What follows belongs to an exercise in optimizing a design on an open flow for small area; a production flow would make more cautious choices. The RTL was checked by simulation tests, not by an equivalence proof against the original design. No activity file was given, so power comes from the tool's default toggle rates.

Design Sync_top, start of the top module:
module Sync_top(
    input   wire        PCK,
    input   wire        RSTN,
    input   wire        MRX_FLAG_RE,
    input   [14:0]      MAD,
    input   [31:0]      MDI,
    input   [31:0]      MBE,
    input               MWE,
    input   [9:0]       DI,
    output  [31:0]      MDO_SYNC_TOP,
    output  reg         HLOCK,
    output  reg         VLOCK,
    output  reg         SYNC_ACT,
    output  reg[9:0]    SYNC_DO
);
For scale: about 1100 cells after synthesis, ~140 I/O pins, about 12000 sq um of cells after synthesis.
export LEC_CHECK = 0
export CAP_MARGIN = 20
export CORE_MARGIN = 2
export CORE_UTILIZATION = 40
export SLEW_MARGIN = 20
create_clock -name core_clock -period 6.7 [get_ports {PCK}]
standard.sh (not shown) runs the stock make flow with config.mk's settings and CLKGATE_MAP_FILE= SYNTH_SCRIPT=/design/flow/synth_recipe.tcl, a recipe that flattens the netlist after the stock synthesis.
==> flow/flow/run.sh <==
#!/bin/bash
# Layout flow: the standard flow (standard.sh) with these changes.
#  * Synthesis: the standard script, except that Yosys's quick ABC pass
#    before adder extraction is skipped (synth -noabc), and the final ABC
#    technology mapping uses flow/abc_area.script (area-recovering mapping,
#    no buffering or sizing; placement repairs timing). The registers are the
#    standard synthesis's registers, in the same cell types; the standard
#    synthesis is run first and flow/match_regs.py gives each register the
#    instance name the standard synthesis gave it.
#  * Port buffers are plain buf_1 cells.
#  * Clock tree synthesis inserts no dummy balancing loads.
# Logs: std_synth.log, own_synth.log, standard_flow.log (make), orfs/logs/
# (each tool), std_logs/ (the standard synthesis's own tool logs).
set -euo pipefail
here=$PWD
res=$here/orfs/results/$FLOW_PLATFORM/Sync_top/base
logs=$here/orfs/logs/$FLOW_PLATFORM/Sync_top/base

# 1. the standard synthesis, for its register names
bash standard.sh synth > std_synth.log 2>&1
cp "$res/1_2_yosys.v" std_1_2_yosys.v
mkdir -p std_logs
cp "$logs"/1_* std_logs/ 2>/dev/null || true
rm -f "$res"/1_* "$logs"/1_*

# 2. own synthesis: ORFS's synth.tcl with the ABC script swapped after the preamble
python3 - "$FLOW_HOME/scripts/synth.tcl" "$here/core_synth.tcl" "$here/flow/abc_area.script" <<'PY'
import sys
src, dst, abc = sys.argv[1:]
v = open(src).read()
hook = "source $::env(SCRIPTS_DIR)/synth_preamble.tcl\n"
assert v.count(hook) == 1
v = v.replace(hook, hook + "set abc_args [lreplace $abc_args 1 1 {%s}]\n" % abc)
open(dst, "w").write(v)
PY
sed -e '1s/yosys synth -nofsm -noshare /yosys synth -nofsm -noshare -noabc /' \
    -e "s|source \$::env(SCRIPTS_DIR)/synth.tcl|source $here/core_synth.tcl|" \
    synth_recipe.tcl > own_synth.tcl
grep -q -- '-noabc' own_synth.tcl
grep -q "core_synth.tcl" own_synth.tcl
bash standard.sh "SYNTH_SCRIPT=$here/own_synth.tcl" "$res/1_2_yosys.v" > own_synth.log 2>&1

# 3. the standard synthesis's register names
python3 flow/match_regs.py std_1_2_yosys.v "$res/1_2_yosys.v" > match_regs.log 2>&1

# 4. the rest of the standard flow
bash standard.sh \
  "SYNTH_SCRIPT=$here/own_synth.tcl" \
  "BUFFER_PORTS_ARGS=-buffer_cell sky130_fd_sc_hd__buf_1" \
  "CTS_ARGS=-sink_clustering_enable -repair_clock_nets -sink_clustering_size 12 -buf_list {sky130_fd_sc_hd__clkbuf_4 sky130_fd_sc_hd__clkbuf_8} -root_buf sky130_fd_sc_hd__clkbuf_8 -sink_clustering_buffer sky130_fd_sc_hd__clkbuf_4 -dont_use_dummy_load" \
  finish > standard_flow.log 2>&1
Other scripts of this flow, unchanged in this note and not shown: flow/flow/abc_area.script, flow/flow/match_regs.py
Edit:
--- a/flow/flow/run.sh
+++ b/flow/flow/run.sh
@@ -48,4 +48,4 @@
   "SYNTH_SCRIPT=$here/own_synth.tcl" \
   "BUFFER_PORTS_ARGS=-buffer_cell sky130_fd_sc_hd__buf_1" \
-  "CTS_ARGS=-sink_clustering_enable -repair_clock_nets -sink_clustering_size 12 -buf_list {sky130_fd_sc_hd__clkbuf_4 sky130_fd_sc_hd__clkbuf_8} -root_buf sky130_fd_sc_hd__clkbuf_8 -sink_clustering_buffer sky130_fd_sc_hd__clkbuf_4 -dont_use_dummy_load" \
+  "CTS_ARGS=-sink_clustering_enable -repair_clock_nets -sink_clustering_size 15 -buf_list sky130_fd_sc_hd__clkbuf_8 -dont_use_dummy_load" \
   finish > standard_flow.log 2>&1
--- a/flow/config.mk
+++ b/flow/config.mk
@@ -8,4 +8,4 @@
 export CAP_MARGIN = 20
 export CORE_MARGIN = 2
-export CORE_UTILIZATION = 40
+export CORE_UTILIZATION = 55
 export SLEW_MARGIN = 20
Design area went down by 0.88%. Via count went up by 1.3%. Clock-buffer cell count is unchanged. Utilization came out higher by 17 points. Routed wire length grows by 0.34%. Setup slack hardly moves.
Edit:
--- a/flow/config.mk
+++ b/flow/config.mk
@@ -8,4 +8,5 @@
 export CAP_MARGIN = 20
 export CORE_MARGIN = 2
-export CORE_UTILIZATION = 55
+export CORE_UTILIZATION = 40
+export GPL_TIMING_DRIVEN = 0
 export SLEW_MARGIN = 20
Outcome: The new run finished with timing, DRC and antenna clean. Cell area climbs by a few percent. Sequential share of layout area drops by 0.75 points. Via count drops slightly. Worst setup slack improves by 42 ps. Global-route usage drops by 8.3 points. Die area climbs by well over a third.
Edit:
--- a/flow/flow/run.sh
+++ b/flow/flow/run.sh
@@ -48,4 +48,4 @@
   "SYNTH_SCRIPT=$here/own_synth.tcl" \
   "BUFFER_PORTS_ARGS=-buffer_cell sky130_fd_sc_hd__buf_1" \
-  "CTS_ARGS=-sink_clustering_enable -repair_clock_nets -sink_clustering_size 15 -buf_list sky130_fd_sc_hd__clkbuf_8 -dont_use_dummy_load" \
+  "CTS_ARGS=-sink_clustering_enable -repair_clock_nets -sink_clustering_size 10 -buf_list {sky130_fd_sc_hd__clkbuf_4 sky130_fd_sc_hd__clkbuf_8} -dont_use_dummy_load" \
   finish > standard_flow.log 2>&1
--- a/flow/config.mk
+++ b/flow/config.mk
@@ -6,7 +6,6 @@
 export NUM_CORES = 4
 export LEC_CHECK = 0
-export CAP_MARGIN = 20
+export CAP_MARGIN = 10
 export CORE_MARGIN = 2
 export CORE_UTILIZATION = 40
-export GPL_TIMING_DRIVEN = 0
-export SLEW_MARGIN = 20
+export SLEW_MARGIN = 10
- cell area came out lower by 1.6%
- total power falls by 0.56%
- maximum frequency drops by 0.67%
- worst hold slack is worse by 4.8 ps
- critical path depth stays the same
- synthesized cell count does not change
- global-route usage shrinks by 0.11 points
- count of clock-buffer cells in the layout does not change
- cell count came out lower by 0.72%
- routed wire length stays flat
Edit:
--- a/flow/flow/run.sh
+++ b/flow/flow/run.sh
@@ -48,4 +48,4 @@
   "SYNTH_SCRIPT=$here/own_synth.tcl" \
   "BUFFER_PORTS_ARGS=-buffer_cell sky130_fd_sc_hd__buf_1" \
-  "CTS_ARGS=-sink_clustering_enable -repair_clock_nets -sink_clustering_size 10 -buf_list {sky130_fd_sc_hd__clkbuf_4 sky130_fd_sc_hd__clkbuf_8} -dont_use_dummy_load" \
+  "CTS_ARGS=-sink_clustering_enable -repair_clock_nets -sink_clustering_size 15 -buf_list sky130_fd_sc_hd__clkbuf_8 -dont_use_dummy_load" \
   finish > standard_flow.log 2>&1
--- a/flow/config.mk
+++ b/flow/config.mk
@@ -6,6 +6,8 @@
 export NUM_CORES = 4
 export LEC_CHECK = 0
-export CAP_MARGIN = 10
+export CAP_MARGIN = 20
 export CORE_MARGIN = 2
 export CORE_UTILIZATION = 40
-export SLEW_MARGIN = 10
+export CTS_BUF_LIST = sky130_fd_sc_hd__clkbuf_8
+export CTS_CLUSTER_SIZE = 15
+export SLEW_MARGIN = 20
The changed run finished with timing, DRC and antenna clean.
Global-route usage is unchanged.
Power does not change.
Fmax is unchanged.
Worst hold slack is unchanged.
Edit:
--- a/flow/config.mk
+++ b/flow/config.mk
@@ -8,6 +8,4 @@
 export CAP_MARGIN = 20
 export CORE_MARGIN = 2
-export CORE_UTILIZATION = 40
-export CTS_BUF_LIST = sky130_fd_sc_hd__clkbuf_8
-export CTS_CLUSTER_SIZE = 15
+export CORE_UTILIZATION = 30
 export SLEW_MARGIN = 20
Effect:
- The changed run produced a clean layout
- global-route usage fell by 6.0 points
- via count rose by 0.64%
- routed wire length rose by 1.9%

==> separate check: timing with driven ports <==
Ports are ideal in the flow. The routed layouts listed here were re-timed in OpenROAD.
Step 1, drivers: a clkbuf_16 drives PCK and a buf_2 each remaining input, both assumed.
Step 2 also shifts input and output timing later by t, the mid clock arrival at the registers, as if the neighbouring blocks saw the same clock.
Slacks: ideal / step 1 / step 2; pairs: ideal / step 1.
| run | t (ns) | slack for setup (ns) | worst setup path at the end | latest minus earliest clock arrival (ns) |
|---|---|---|---|---|
| the first run | 0.525 | 0.169 / 0.169 / 0.169 | register to register | 0.046 / 0.046 |
| the second run | 0.519 | 0.170 / 0.170 / 0.170 | register to register | 0.051 / 0.050 |
| the third run | 0.548 | 0.213 / 0.213 / 0.213 | register to register | 0.057 / 0.057 |
| the fourth run | 0.525 | 0.169 / 0.169 / 0.169 | register to register | 0.046 / 0.046 |
| the fifth run | 0.525 | 0.169 / 0.169 / 0.169 | register to register | 0.046 / 0.046 |
| the sixth run | 0.536 | 0.183 / 0.183 / 0.183 | register to register | 0.047 / 0.047 |
After both steps setup and hold are still met in every run listed.
